This design comes from an exercise in tuning for small area on the open sky130 flow, not from production work. The RTL was checked by simulation tests, not by an equivalence proof against the original design. Power figures rest on the tool's default switching activity, not on a simulated workload.

Setup of run A:
// img_proc_top
module img_proc_top(
    input           i_clk,
    input           someport, 
    input           i_data_valid,
    input [11:0]    pixel_in,
    output          o_data_valid,
    output [17:0]   o_waddr,
    output [11:0]   o_data,
    input [2:0]     filter_sel
);
==> flow/config.mk <==
export PLATFORM = sky130hd
export DESIGN_NAME = img_proc_top
export DESIGN_NICKNAME = img_proc_top
export VERILOG_FILES = /design/flow/design.v
export SDC_FILE = /design/flow/constraint.sdc
export NUM_CORES = 4
export LEC_CHECK = 0
export CAP_MARGIN = 20
export CORE_MARGIN = 2
export CORE_UTILIZATION = 45
export CTS_BUF_LIST = sky130_fd_sc_hd__clkbuf_8
export CTS_CLUSTER_DIAMETER = 40
export CTS_CLUSTER_SIZE = 20
export GPL_TIMING_DRIVEN = 0
export SLEW_MARGIN = 20
==> flow/constraint.sdc <==
create_clock -name core_clock -period 10.0 [get_ports {i_clk}]
set_input_delay 2.0000 -clock core_clock [delete_from_list [all_inputs] [get_ports {i_clk}]]
set_output_delay 2.0000 -clock core_clock [all_outputs]
set_load 0.01 [all_outputs]
run.sh (not shown) runs the stock make flow with config.mk's settings and CLKGATE_MAP_FILE= SYNTH_SCRIPT=/design/flow/synth_recipe.tcl, a recipe that flattens the netlist after the stock synthesis.
--- input diff run A..run B ---
- changing CTS_CLUSTER_SIZE from 20 to 8
- changing CTS_BUF_LIST from sky130_fd_sc_hd__clkbuf_8 to sky130_fd_sc_hd__clkbuf_4
- changing CTS_CLUSTER_DIAMETER from 40 to 50
### Flow results
- Status: global-route usage parity (run B, run A)
- On number of buffers inserted by hold repair at cts, run A tracks run B almost exactly.
- | routed length per placed instance | run A vs run B | ≈ equal |
- The met3 layer wire length in the routed design number comes out higher for run B vs run A.
- Run B against run A: clock network power share dropped 6.5 points, worst IR drop on VDD decreased about 14%, parity-gate share of the synthesized area counting xor and xnor cells neither gained nor lost much, clock-buffer cell count has increased.
- Of run A and run B, the higher minimum clock period belongs to run A.
- In the reports for run A and run B, the smaller via count of the first global-routing pass belongs to run A.
- Re smallest setup slack after layout: run B is 0.023 ns up on run A.
Here is what was changed in the inputs of run C compared with run B.
- a change of CTS_CLUSTER_SIZE from 8 to 30
- a change of CTS_CLUSTER_DIAMETER from 50 to 60
- a change of CTS_BUF_LIST from sky130_fd_sc_hd__clkbuf_4 to sky130_fd_sc_hd__clkbuf_16
[summary]
- Diff run B..run C | number of standard cells after synthesis | unchanged
- Count of placed standard cells in the final layout, fillers left out shrinks by a few percent when moving from run B to run C.
- ~same met2 global-route usage in run C and run B
- Going from run B to run C, area overhead of the layout relative to synthesis saw an increase, peak supply drop went up 39%.
- Compared with run B, in run C time the worst path needs with I/O delays and setup now larger, number of clock buffers in the layout now smaller, share of total power in the clock network now larger.

img_proc_top, a different RTL version from the one above (not shown whole).
Size in the first run: about 2000 cells after synthesis, about 1200 flip-flops, roughly 49 I/O pins, roughly 43000 um^2 of cells after synthesis.
==> flow/config.mk <==
export PLATFORM = sky130hd
export DESIGN_NAME = img_proc_top
export DESIGN_NICKNAME = img_proc_top
export VERILOG_FILES = /design/flow/design.v
export SDC_FILE = /design/flow/constraint.sdc
export NUM_CORES = 4
export LEC_CHECK = 0
export CAP_MARGIN = 0
export CORE_MARGIN = 2
export CORE_UTILIZATION = 50
export CTS_BUF_LIST = sky130_fd_sc_hd__clkbuf_4
export CTS_CLUSTER_DIAMETER = 45
export CTS_CLUSTER_SIZE = 9
export GPL_TIMING_DRIVEN = 0
export SLEW_MARGIN = 0
==> flow/constraint.sdc <==
create_clock -name core_clock -period 10.0 [get_ports {i_clk}]
set_input_delay 2.0000 -clock core_clock [delete_from_list [all_inputs] [get_ports {i_clk}]]
set_output_delay 2.0000 -clock core_clock [all_outputs]
set_load 0.01 [all_outputs]
The first run finished clean.
Edit:
CORE_UTILIZATION = 45   (was 50)
CTS_BUF_LIST = sky130_fd_sc_hd__clkbuf_8   (was sky130_fd_sc_hd__clkbuf_4)
CTS_CLUSTER_DIAMETER = 55   (was 45)
CTS_CLUSTER_SIZE = 17   (was 9)
Result:
- The new run went through all stages and came out clean
- utilization decreases by 5.5 points
- die area increases by about 11%
- worst hold slack degrades by 4.2 ps

==> afterwards: timing with drivers on the ports <==
No port has a modelled driver above. Below, the same layouts with a new extraction and two added sets of constraints. Step 1 (the two cells are an assumption about what drives the block):
set clk [get_ports {i_clk}]
set_driving_cell -lib_cell sky130_fd_sc_hd__clkbuf_16 $clk
set_driving_cell -lib_cell sky130_fd_sc_hd__buf_2 [delete_from_list [all_inputs] $clk]
Step 2 times the ports against the registers' clock, not the clock port: input delays grow and output delays shrink by t, the midpoint of the rising clock arrivals with the driver on. Slacks: no drivers / after step 1 / after step 2; pairs: no drivers / after step 1.
| run | t, ns | setup slack, ns | hold WS [ns] | worst slew at a driven data input, ns | cell pins on the clock port's net |
|---|---|---|---|---|---|
| run A | 0.863 | 2.611 / 2.611 / 2.611 | 0.317 / 0.317 / 0.317 | 0.09 | 1 |
| run B | 1.121 | 2.634 / 2.634 / 2.634 | 0.319 / 0.319 / 0.319 | 0.10 | 1 |
| run C | 0.718 | 2.610 / 2.610 / 2.610 | 0.328 / 0.328 / 0.328 | 0.10 | 1 |
| the first run of note 2 | 1.046 | 3.231 / 3.231 / 3.122 | 0.327 / 0.327 / 0.327 | 0.03 | 1 |
| the second run of note 2 | 0.789 | 3.340 / 3.340 / 3.104 | 0.322 / 0.322 / 0.322 | 0.07 | 1 |
After both steps every run listed still meets setup and hold. The setup slack of the second run of note 2, which loses most, moves by 0.000 ns with the drivers and by -0.236 ns with both steps.
